Context: an optimization exercise on an open-source flow, tuned for small area, a short achievable clock period and few clock cycles per item. The choices shown serve that exercise and are no tape-out recipe.
RTL that was checked went through simulation tests only; none was proved equivalent to the original.
The clock input has no modelled driver; a real chip could not lean on it and would need a root buffer or a full tree.
Power is estimated from default activity; no workload was simulated.

==> ember: inputs <==
Design mac_neuron, start of the top module:
module mac_neuron(
	input clk,
	input rst,
	input in_valid,
	output in_ready,
	input [15:0] in_x,
	input [15:0] in_w,
	input in_last,
	output reg out_valid,
	output [15:0] out_data
);
Settings: LEC_CHECK=0, ABC_AREA=1, CAP_MARGIN=20, CORE_MARGIN=2, CORE_UTILIZATION=40, PLACE_DENSITY=0.6, SLEW_MARGIN=20; clock period 11.0 ns.
run.sh (not shown) runs the stock make flow with config.mk's settings and CLKGATE_MAP_FILE= SYNTH_SCRIPT=/design/flow/synth_recipe.tcl, a recipe that flattens the netlist after the stock synthesis.
==> maple: changes against ember <==
ABC_AREA = not set   (was 1)
==> willow: changes against ember <==
SETUP_SLACK_MARGIN = 5   (was not set)
SLEW_MARGIN = 70   (was 20)
==> notes <==
- Sequential cell count is the same in willow and maple.
- maple finished clean. ember passed the timing, design-rule and antenna checks. willow ran to the end with no violations.
- Of maple and willow, maple has the higher design area (gap 15%, measured against willow).
- First-iteration DRC count, lowest first: willow, ember, maple.
- In sequential power, willow and ember hardly differ.
- In willow the register-to-register slack is higher than in ember, by 0.93 ns.
- Against willow, the clock power of maple is smaller by about 13%.
- Between maple and ember, the lower critical path depth is in ember (gap 5).
- Of maple and willow, maple has the higher synthesized cell count (gap 22%, measured against willow).
- Against ember, the area after synthesis of maple is larger by 21%.
- The highest hold slack belongs to maple, the lowest to willow.
==> figures <==
Outcome: maple no timing/DRC/antenna violations; willow no timing/DRC/antenna violations; ember no timing/DRC/antenna violations
Number of instances in the placed design: maple 2102; willow 1778; ember 1778
Startpoint of the lowest-slack register-to-register path: maple wr[2]; willow wr[3]; ember wr[5]
Die outline height: maple 185 um; willow 169 um; ember 169 um
Worst setup path end: maple zl_r; willow zl_r; ember hb_r[11]
Slack of the critical path: maple 6.33 ns; willow 7.04 ns; ember 6.11 ns
Sequential-cell power consumption: maple 0.620 mW; willow 0.618 mW; ember 0.616 mW
Sequential cell area: maple 2410 um2; willow 2410 um2; ember 2400 um2
Part of the Yosys area used for sequential elements: maple 18.4%; willow 22.1%; ember 22.1%
Leakage: maple 5.70 nW; willow 6.13 nW; ember 6.11 nW
Count of vias placed by the detailed router: maple 12100; willow 9115; ember 9191
P_clk: maple 0.539 mW; willow 0.617 mW; ember 0.616 mW
Part of the total power dissipated in sequential elements: maple 21.1%; willow 19.6%; ember 19.5%
XOR/XNOR Fraction of Synth Area: maple 2.81%; willow 11.2%; ember 11.2%
Fraction of the mapped netlist area in adder cells: maple 23.3%; willow 23.8%; ember 23.8%
Multiplexer share of the synthesized area: maple 1.58%; willow 0.184%; ember 0.184%
Clock network fraction of design power: maple 18.4%; willow 19.5%; ember 19.5%
Minimum clock period: maple 4.67 ns; willow 3.96 ns; ember 4.89 ns
Post-synthesis cell area: maple 13100 um2; willow 10900 um2; ember 10900 um2
Met2 demand-to-capacity share in global routing: maple 34.2%; willow 33.1%; ember 33.4%
Slew Limit Headroom: maple 26.2%; willow -; ember 23.8%
Function was not checked in any run of this note: the RTL went through the layout flow alone.

* * *

==> inputs of run a <==
Another version of the RTL of mac_neuron (not shown whole).
==> flow/config.mk <==
export PLATFORM = sky130hd
export DESIGN_NAME = mac_neuron
export DESIGN_NICKNAME = mac_neuron
export VERILOG_FILES = /design/flow/design.v
export SDC_FILE = /design/flow/constraint.sdc
export NUM_CORES = 4
export LEC_CHECK = 0
export CAP_MARGIN = 20
export CORE_MARGIN = 2
export CORE_UTILIZATION = 40
export CTS_BUF_LIST = sky130_fd_sc_hd__clkbuf_4 sky130_fd_sc_hd__clkbuf_8
export CTS_CLUSTER_SIZE = 40
export PLACE_DENSITY = 0.6
export SLEW_MARGIN = 20
export SYNTH_HIERARCHICAL = 1
==> flow/constraint.sdc <==
create_clock -name core_clock -period 11.0 [get_ports {clk}]
set_input_delay 2.2000 -clock core_clock [delete_from_list [all_inputs] [get_ports {clk}]]
set_output_delay 2.2000 -clock core_clock [all_outputs]
set_load 0.01 [all_outputs]
standard.sh (not shown) runs the stock make flow with config.mk's settings and CLKGATE_MAP_FILE= SYNTH_SCRIPT=/design/flow/synth_recipe.tcl, a recipe that flattens the netlist after the stock synthesis.
==> flow/flow/run.sh <==
#!/bin/bash
set -euo pipefail
source flow/env.sh
bash standard.sh > std_flow.log 2>&1
==> flow/flow/env.sh <==
export SETUP_SLACK_MARGIN=8.0
export BUFFER_PORTS_ARGS="-buffer_cell sky130_fd_sc_hd__buf_1"
export PRE_CTS_TCL=$PWD/flow/manual_cts.tcl
export MCTS_NBUF=8
export MCTS_NROOT=2
export MCTS_OUTBUF=sky130_fd_sc_hd__buf_4
export MCTS_OUTFF=sky130_fd_sc_hd__dfxtp_2
Other scripts of this flow, unchanged in this note and not shown: flow/flow/manual_cts.tcl
==> run b: changes against run a <==
--- a/flow/flow/env.sh
+++ b/flow/flow/env.sh
@@ -1,3 +1,3 @@
-export SETUP_SLACK_MARGIN=8.0
+export SETUP_SLACK_MARGIN=7.9
 export BUFFER_PORTS_ARGS="-buffer_cell sky130_fd_sc_hd__buf_1"
 export PRE_CTS_TCL=$PWD/flow/manual_cts.tcl
==> results by group <==
Layout
  – Fillers: 2181
  – Final design utilization: 46.5%
  – Multi-input logic area: 6650 µm²
  – Fraction of area in multi-input gates: 62.7%

Global routing
  – First-pass GRT wire length: 33900 µm
  – GR Util All Layers: 16.7%
  – Vias in the first global route: 6520
  – Global routing met2 resource utilization: 27.0%

STA
  – Minimum clock period: 3.02 ns

Pwr
  – Sequential share of power: 31.0%
  – Pwr Density: 216 nW/µm²
  – Logic pwr share: 55.5%
  – Sw frac: 39.5%
  – Power share of the clock group: 13.5%
  – P_comb: 1.27 mW

Critical path
  – Reg2reg setup slack: 7.99 ns
  – Worst Setup EP: out_data[15]

Place
  – Placed Cells: 1226

Detailed routing
  – WL met2: 9290 µm

CTS
  – PostCTS Resize Cnt: 43

Run status
  – Status: finished clean
That was run b.
==> results by group <==
STA
  – Minimum clock period: 3.01 ns

Layout
  – Final design utilization: 49.4%
  – Fraction of area in multi-input gates: 60.9%
  – Fillers: 2119

Global routing
  – Global routing met2 resource utilization: 29.3%

CTS
  – PostCTS Resize Cnt: 83

Pwr
  – Sequential share of power: 30.7%

Run status
  – Status: finished clean

Critical path
  – Worst Setup EP: out_data[7]
  – Reg2reg setup slack: 8.03 ns

Place
  – Placed Cells: 1225
That was run a.
Testbench counts of run a, summed over its fixed seeds: cycles 8,224, items 8,192.
Testbench counts of run b, summed over its fixed seeds: cycles 8,224, items 8,192.
No run of this note takes its clock network from TritonCTS; it comes from the design's own scripts or RTL.

* * *

==> yarrow: inputs <==
Another version of the RTL of mac_neuron (not shown whole).
Settings: LEC_CHECK=0, CAP_MARGIN=20, CORE_MARGIN=2, CORE_UTILIZATION=60.0, CTS_BUF_LIST=sky130_fd_sc_hd__clkbuf_4 sky130_fd_sc_hd__clkbuf_8, CTS_CLUSTER_SIZE=40, PLACE_DENSITY=0.8, SLEW_MARGIN=20, SYNTH_HIERARCHICAL=1; clock period 11.0 ns.
==> flow/flow/env.sh <==
export SETUP_SLACK_MARGIN=7.7
export BUFFER_PORTS_ARGS="-buffer_cell sky130_fd_sc_hd__buf_1"
export PRE_CTS_TCL=$PWD/flow/manual_cts.tcl
export MCTS_NBUF=8
export MCTS_NROOT=2
==> flow/flow/manual_cts.tcl <==
# Clock tree of one or two levels: the clock port drives MCTS_NROOT buffers (or, with
# MCTS_NROOT 0, the leaf buffers directly); the leaf buffers each drive the flip-flops of
# one cluster (balanced k-means on their placement). Sourced as PRE_CTS_TCL: it replaces
# clock_tree_synthesis for this design.
rename clock_tree_synthesis orig_clock_tree_synthesis

# balanced k-means: returns {assign mx my used}
proc mcts_kmeans {xs ys k} {
  set n [llength $xs]
  set cx 0; set cy 0
  foreach x $xs y $ys { set cx [expr {$cx + $x}]; set cy [expr {$cy + $y}] }
  set cx [expr {$cx / $n}]; set cy [expr {$cy / $n}]
  set order {}
  for {set i 0} {$i < $n} {incr i} {
    lappend order [list $i [expr {atan2([lindex $ys $i] - $cy, [lindex $xs $i] - $cx)}]]
  }
  set order [lsort -real -index 1 $order]
  set assign [lrepeat $n 0]
  for {set j 0} {$j < $n} {incr j} { lset assign [lindex $order $j 0] [expr {$j * $k / $n}] }
  set cap [expr {int(ceil(double($n) / $k)) + 1}]
  set used [lrepeat $k 0]
  for {set iter 0} {$iter < 30} {incr iter} {
    set mx [lrepeat $k 0.0]; set my [lrepeat $k 0.0]; set cnt [lrepeat $k 0]
    for {set i 0} {$i < $n} {incr i} {
      set c [lindex $assign $i]
      lset mx $c [expr {[lindex $mx $c] + [lindex $xs $i]}]
      lset my $c [expr {[lindex $my $c] + [lindex $ys $i]}]
      lset cnt $c [expr {[lindex $cnt $c] + 1}]
    }
    for {set c 0} {$c < $k} {incr c} {
      if {[lindex $cnt $c] > 0} {
        lset mx $c [expr {[lindex $mx $c] / [lindex $cnt $c]}]
        lset my $c [expr {[lindex $my $c] / [lindex $cnt $c]}]
      }
    }
    set pairs {}
    for {set i 0} {$i < $n} {incr i} {
      for {set c 0} {$c < $k} {incr c} {
        set d [expr {abs([lindex $xs $i] - [lindex $mx $c]) + abs([lindex $ys $i] - [lindex $my $c])}]
        lappend pairs [list $d $i $c]
      }
    }
    set pairs [lsort -real -index 0 $pairs]
    set done [lrepeat $n 0]; set used [lrepeat $k 0]
    set new [lrepeat $n 0]
    foreach p $pairs {
      lassign $p d i c
      if {[lindex $done $i]} continue
      if {[lindex $used $c] >= $cap} continue
      lset new $i $c; lset done $i 1; lset used $c [expr {[lindex $used $c] + 1}]
    }
    set assign $new
  }
  return [list $assign $mx $my $used]
}

proc clock_tree_synthesis {args} {
  set nleaf [expr {[info exists ::env(MCTS_NBUF)] ? $::env(MCTS_NBUF) : 8}]
  set nroot [expr {[info exists ::env(MCTS_NROOT)] ? $::env(MCTS_NROOT) : 2}]
  set leafm [expr {[info exists ::env(MCTS_CELL)] ? $::env(MCTS_CELL) : "sky130_fd_sc_hd__clkbuf_16"}]
  set rootm [expr {[info exists ::env(MCTS_ROOT_CELL)] ? $::env(MCTS_ROOT_CELL) : "sky130_fd_sc_hd__clkbuf_16"}]
  set block [ord::get_db_block]
  set db [ord::get_db]
  set clknet [$block findNet clk]
  set sinks [$clknet getITerms]
  set n [llength $sinks]
  puts "manual cts: $n sinks, $nleaf leaf buffers ($leafm), $nroot root buffers ($rootm)"
  set xs {}; set ys {}
  foreach it $sinks {
    set bb [[$it getInst] getBBox]
    lappend xs [expr {([$bb xMin] + [$bb xMax]) / 2.0}]
    lappend ys [expr {([$bb yMin] + [$bb yMax]) / 2.0}]
  }
  lassign [mcts_kmeans $xs $ys $nleaf] assign mx my used
  puts "manual cts: leaf cluster sizes $used"
  set lnets {}
  for {set c 0} {$c < $nleaf} {incr c} {
    set inst [odb::dbInst_create $block [$db findMaster $leafm] "mcts_leaf_$c"]
    set net [odb::dbNet_create $block "mcts_clk_leaf_$c"]
    $net setSigType CLOCK
    [$inst findITerm X] connect $net
    $inst setLocation [expr {int([lindex $mx $c])}] [expr {int([lindex $my $c])}]
    $inst setPlacementStatus PLACED
    lappend leaves $inst
    set bnet($c) $net
  }
  for {set i 0} {$i < $n} {incr i} {
    set it [lindex $sinks $i]
    $it disconnect
    $it connect $bnet([lindex $assign $i])
  }
  if {$nroot == 0} {
    foreach inst $leaves { [$inst findITerm A] connect $clknet }
    return
  }
  lassign [mcts_kmeans $mx $my $nroot] rassign rx ry rused
  puts "manual cts: root cluster sizes $rused"
  for {set r 0} {$r < $nroot} {incr r} {
    set inst [odb::dbInst_create $block [$db findMaster $rootm] "mcts_root_$r"]
    set net [odb::dbNet_create $block "mcts_clk_root_$r"]
    $net setSigType CLOCK
    [$inst findITerm A] connect $clknet
    [$inst findITerm X] connect $net
    $inst setLocation [expr {int([lindex $rx $r])}] [expr {int([lindex $ry $r])}]
    $inst setPlacementStatus PLACED
    set rnet($r) $net
  }
  for {set c 0} {$c < $nleaf} {incr c} {
    [[lindex $leaves $c] findITerm A] connect $rnet([lindex $rassign $c])
  }
}
Scripts as last shown in full above: flow/flow/run.sh
==> raven (differences from yarrow) <==
--- a/flow/design.v
+++ b/flow/design.v
@@ -13,11 +13,11 @@
 reg [15:0] xn;
 reg v0, l0;
 reg [7:0] b_onen, b_twon, b_neg;
 reg [23:0] ha_r, hb_r;
 reg cl_r, zl_r, v1, l1;
-reg zl0, sg0, sg1;
+reg zl0, sg1;
 reg [15:0] m_r;
 reg v2, l2;
 reg [15:0] acc;
 reg first;
 wire bs1;
@@ -778,11 +778,10 @@
 	b_onen <= e_onen;
 	b_twon <= e_twon;
 	b_neg <= e_neg;
 	xn <= ~(in_x & {16{in_valid & ~rst}});
 	zl0 <= zlow;
-	sg0 <= in_x[15] ^ in_w[15];
 	l0 <= in_last;
 	v0 <= in_valid & ~rst;
 end
 nor2_c u_bs1 (.a(b_onen[0]), .b(xn[0]), .y(bs1));
 xor2_c u_pp2 (.a(bs1), .b(b_neg[0]), .y(pp2));
@@ -1378,11 +1377,11 @@
 always @(posedge clk) begin
 	ha_r <= {1'b1, pp272, s494, s492, s490, s488, s486, s484, s482, s480, s478, s476, s474, s472, s470, s468, s466, s464, s462, s460, s458, s456, s454, c412};
 	hb_r <= {1'b0, pp270, c493, c491, c489, c487, c485, c483, c481, c479, c477, c475, c473, c471, c469, c467, c465, c463, c461, c459, c457, c455, c453, s452};
 	cl_r <= g521;
 	zl_r <= zl0;
-	sg1 <= sg0;
+	sg1 <= ~xn[15] ^ b_neg[7];   
 	l1 <= l0;
 	v1 <= v0 & ~rst;
 end
 wire tie = zl_r & ~s_hi[0];
 wire [22:0] q = {s_hi[23:2], s_hi[1] & ~tie};
@@ -1392,21 +1391,23 @@
 wire z15 = (hp[2] == g622) & (hp[15:3] == hor[14:2]) & ~q[0];
 wire top_z = (hp[23:17] == hor[22:16]);
 wire top_o = (hp[23:17] == ~hg[22:16]);
 wire t16 = s_hi[16];
 wire top_eq = t16 ? top_o : top_z;
-wire q_pos = ~top_eq & ~sg1;
-wire q_neg = (~top_eq & sg1) | (t16 & top_o & z15);
-wire [15:0] m = q_pos ? 16'h7FFF : q_neg ? 16'h8001 : q[15:0];
+wire q_is8000 = t16 & top_o & z15;
+wire [15:0] m = top_eq ? {q[15:1], q[0] | q_is8000} : {sg1, {14{~sg1}}, 1'b1};
 always @(posedge clk) begin
 	m_r <= m;
 	l2 <= l1;
 	v2 <= v1 & ~rst;
 end
-wire a_pos = ~acc[15] & ~m_r[15] & a_s[15];
-wire a_neg = acc[15] & m_r[15] & (~a_s[15] | ~|a_s[14:0]);
-wire [15:0] acc_sat = a_pos ? 16'h7FFF : a_neg ? 16'h8001 : a_s;
+wire [15:0] ap = {s688, s686, s684, s682, s680, s678, s676, s674, s672, s670, s668, s666, s664, s662, s660, s658};
+wire [15:0] aor = acc | m_r;
+wire a_ovf = ~ap[15] & (g726 ^ acc[15]);
+wire a_z15 = ~ap[0] & (ap[14:1] == aor[13:0]);
+wire a_is8000 = a_s[15] & a_z15;
+wire [15:0] acc_sat = a_ovf ? {m_r[15], {14{~m_r[15]}}, 1'b1} : {a_s[15:1], a_s[0] | a_is8000};
 always @(posedge clk) begin
 	acc <= first ? m_r : acc_sat;
 	if (rst) begin
 		first <= 1'b1;
 		out_valid <= 1'b0;
==> flow/flow/env.sh (replaced) <==
export SETUP_SLACK_MARGIN=7.9
export BUFFER_PORTS_ARGS="-buffer_cell sky130_fd_sc_hd__buf_1"
export PRE_CTS_TCL=$PWD/flow/manual_cts.tcl
export MCTS_NBUF=8
export MCTS_NROOT=2
CORE_UTILIZATION = 40   (was 60.0)
PLACE_DENSITY = 0.6   (was 0.8)
==> zinc (differences from yarrow) <==
--- a/flow/design.v
+++ b/flow/design.v
@@ -13,11 +13,11 @@
 reg [15:0] xn;
 reg v0, l0;
 reg [7:0] b_onen, b_twon, b_neg;
 reg [23:0] ha_r, hb_r;
 reg cl_r, zl_r, v1, l1;
-reg zl0, sg0, sg1;
+reg zl0;
 reg [15:0] m_r;
 reg v2, l2;
 reg [15:0] acc;
 reg first;
 wire bs1;
@@ -776,13 +776,12 @@
 wire zlow = |(zx & {zw[0], zw[1], zw[2], zw[3], zw[4], zw[5], zw[6], zw[7], zw[8]});
 always @(posedge clk) begin
 	b_onen <= e_onen;
 	b_twon <= e_twon;
 	b_neg <= e_neg;
-	xn <= ~(in_x & {16{in_valid & ~rst}});
+	xn <= ~in_x;
 	zl0 <= zlow;
-	sg0 <= in_x[15] ^ in_w[15];
 	l0 <= in_last;
 	v0 <= in_valid & ~rst;
 end
 nor2_c u_bs1 (.a(b_onen[0]), .b(xn[0]), .y(bs1));
 xor2_c u_pp2 (.a(bs1), .b(b_neg[0]), .y(pp2));
@@ -1378,29 +1377,20 @@
 always @(posedge clk) begin
 	ha_r <= {1'b1, pp272, s494, s492, s490, s488, s486, s484, s482, s480, s478, s476, s474, s472, s470, s468, s466, s464, s462, s460, s458, s456, s454, c412};
 	hb_r <= {1'b0, pp270, c493, c491, c489, c487, c485, c483, c481, c479, c477, c475, c473, c471, c469, c467, c465, c463, c461, c459, c457, c455, c453, s452};
 	cl_r <= g521;
 	zl_r <= zl0;
-	sg1 <= sg0;
 	l1 <= l0;
 	v1 <= v0 & ~rst;
 end
 wire tie = zl_r & ~s_hi[0];
 wire [22:0] q = {s_hi[23:2], s_hi[1] & ~tie};
-wire [23:0] hp = {s572, s570, s568, s566, s564, s562, s560, s558, s556, s554, s552, s550, s548, s546, s544, s542, s540, s538, s536, s534, s532, s530, s528, s526};
-wire [23:0] hg = {c573, c571, c569, c567, c565, c563, c561, c559, c557, c555, c553, c551, c549, c547, c545, c543, c541, c539, c537, c535, c533, c531, c529, c527};
-wire [23:0] hor = ha_r | hb_r;
-wire z15 = (hp[2] == g622) & (hp[15:3] == hor[14:2]) & ~q[0];
-wire top_z = (hp[23:17] == hor[22:16]);
-wire top_o = (hp[23:17] == ~hg[22:16]);
-wire t16 = s_hi[16];
-wire top_eq = t16 ? top_o : top_z;
-wire q_pos = ~top_eq & ~sg1;
-wire q_neg = (~top_eq & sg1) | (t16 & top_o & z15);
+wire q_pos = ~q[22] & (|q[21:15]);
+wire q_neg = q[22] & (~&q[21:15] | ~|q[14:0]);
 wire [15:0] m = q_pos ? 16'h7FFF : q_neg ? 16'h8001 : q[15:0];
 always @(posedge clk) begin
-	m_r <= m;
+	m_r <= v1 ? m : 16'h0000;
 	l2 <= l1;
 	v2 <= v1 & ~rst;
 end
 wire a_pos = ~acc[15] & ~m_r[15] & a_s[15];
 wire a_neg = acc[15] & m_r[15] & (~a_s[15] | ~|a_s[14:0]);
==> flow/flow/env.sh (replaced) <==
export SETUP_SLACK_MARGIN=7.7
CORE_UTILIZATION = 40   (was 60.0)
PLACE_DENSITY = 0.6   (was 0.8)
removed: flow/flow/manual_cts.tcl
==> nickel (differences from yarrow) <==
CORE_UTILIZATION = 40   (was 60.0)
PLACE_DENSITY = 0.6   (was 0.8)
==> comparison <==
Worst setup slack: zinc < yarrow < nickel < raven. Of zinc and nickel, zinc has the higher clock power (gap 35%, measured against nickel). The lowest sequential share of layout area belongs to zinc, the highest to yarrow. In combinational power, raven and nickel hardly differ. First-iteration DRC count: raven > yarrow > zinc > nickel. Fmax, lowest first: zinc, yarrow, nickel, raven. Cell count, highest first: nickel, raven, zinc, yarrow.
==> figures <==
	zinc	nickel	raven	yarrow
Static Leakage	0.005018 uW	0.004560 uW	0.004664 uW	0.004565 uW
Setup slack after placement	7.436 ns	7.557 ns	7.544 ns	7.470 ns
Total Routing Usage GR	0.1829	0.1681	0.1780	0.2528
Power consumed by combinational cells	1600 uW	1280 uW	1270 uW	1310 uW
Number of gates resized after CTS	53	19	47	16
Placement Cell Area	10,120 um2	10,120 um2	10,090 um2	9985 um2
Power dissipated by switching net loads	1157 uW	967.3 uW	930.2 uW	976.1 uW
Final area over synthesized area	1.1541x	1.0848x	1.1084x	1.0730x
Total wire length	21.78 mm	21.63 mm	22.30 mm	21.15 mm
Worst slew slack as a fraction of its limit	0.5648	0.4749	0.4552	0.5305
Worst flop-to-flop path endpoint	m_r[9]	ha_r[10]	acc[0]	ha_r[10]
Worst Setup Slack, final	7.731 ns	7.857 ns	7.940 ns	7.780 ns
Result of the run	complete, no violations	complete, no violations	complete, no violations	complete, no violations
Largest incremental delay on the critical path	0.47 ns	0.61 ns	0.38 ns	0.76 ns
Fraction of area in multi-input gates	0.6184	0.6480	0.6484	0.6557
Post-Route Skew	0.01459 ns	0.03502 ns	0.01566 ns	0.01896 ns
Testbench counts of yarrow, summed over its fixed seeds: cycles 8,224, items 8,192.
Testbench counts of raven, summed over its fixed seeds: cycles 8,224, items 8,192.
Testbench counts of nickel, summed over its fixed seeds: cycles 8,224, items 8,192.
For zinc, only the layout was checked, not whether the RTL still works. In yarrow, raven and nickel the design's own scripts or RTL, not TritonCTS, make the clock network.

-- afterwards: timing with drivers on the ports --
The results above use ideal ports. As a check the final layouts listed here were re-extracted and re-timed, cells and wires unchanged. Step 1 sets driving cells, clkbuf_16 on the clock port and buf_2 on the other inputs (assumed; they add their load-dependent delay and slew). Step 2 times the ports against the registers' clock, not the clock port: input delays grow and output delays shrink by t, the midpoint of the rising clock arrivals with the driver on. Three values: ideal, step 1, step 2; two values: the first two.
run | t, ns | setup WS [ns] | hold slack, ns | worst setup path after step 2 | pins driven straight from the clock port
ember | 0.466 | 6.107 / 6.107 / 6.107 | 0.323 / 0.323 / 0.323 | register to register | 1
maple | 0.482 | 6.327 / 6.327 / 6.327 | 0.328 / 0.328 / 0.328 | register to register | 1
willow | 0.465 | 7.039 / 7.039 / 7.039 | 0.321 / 0.321 / 0.321 | register to register | 1
run a | 0.366 | 7.988 / 7.925 / 7.729 | 0.328 / 0.328 / 0.328 | input to register | 2
run b | 0.366 | 7.979 / 7.916 / 7.755 | 0.329 / 0.329 / 0.329 | input to register | 2
yarrow | 0.359 | 7.780 / 7.780 / 7.667 | 0.333 / 0.333 / 0.333 | input to register | 2
raven | 0.365 | 7.940 / 7.877 / 7.736 | 0.328 / 0.328 / 0.328 | input to register | 2
zinc | 0.481 | 7.731 / 7.711 / 7.495 | 0.330 / 0.330 / 0.330 | input to register | 1
nickel | 0.365 | 7.857 / 7.823 / 7.702 | 0.332 / 0.332 / 0.332 | input to register | 2
After both steps setup and hold are still met in every run listed. The setup slack of run a, which loses most, moves by -0.063 ns with the drivers and by -0.259 ns with both steps.
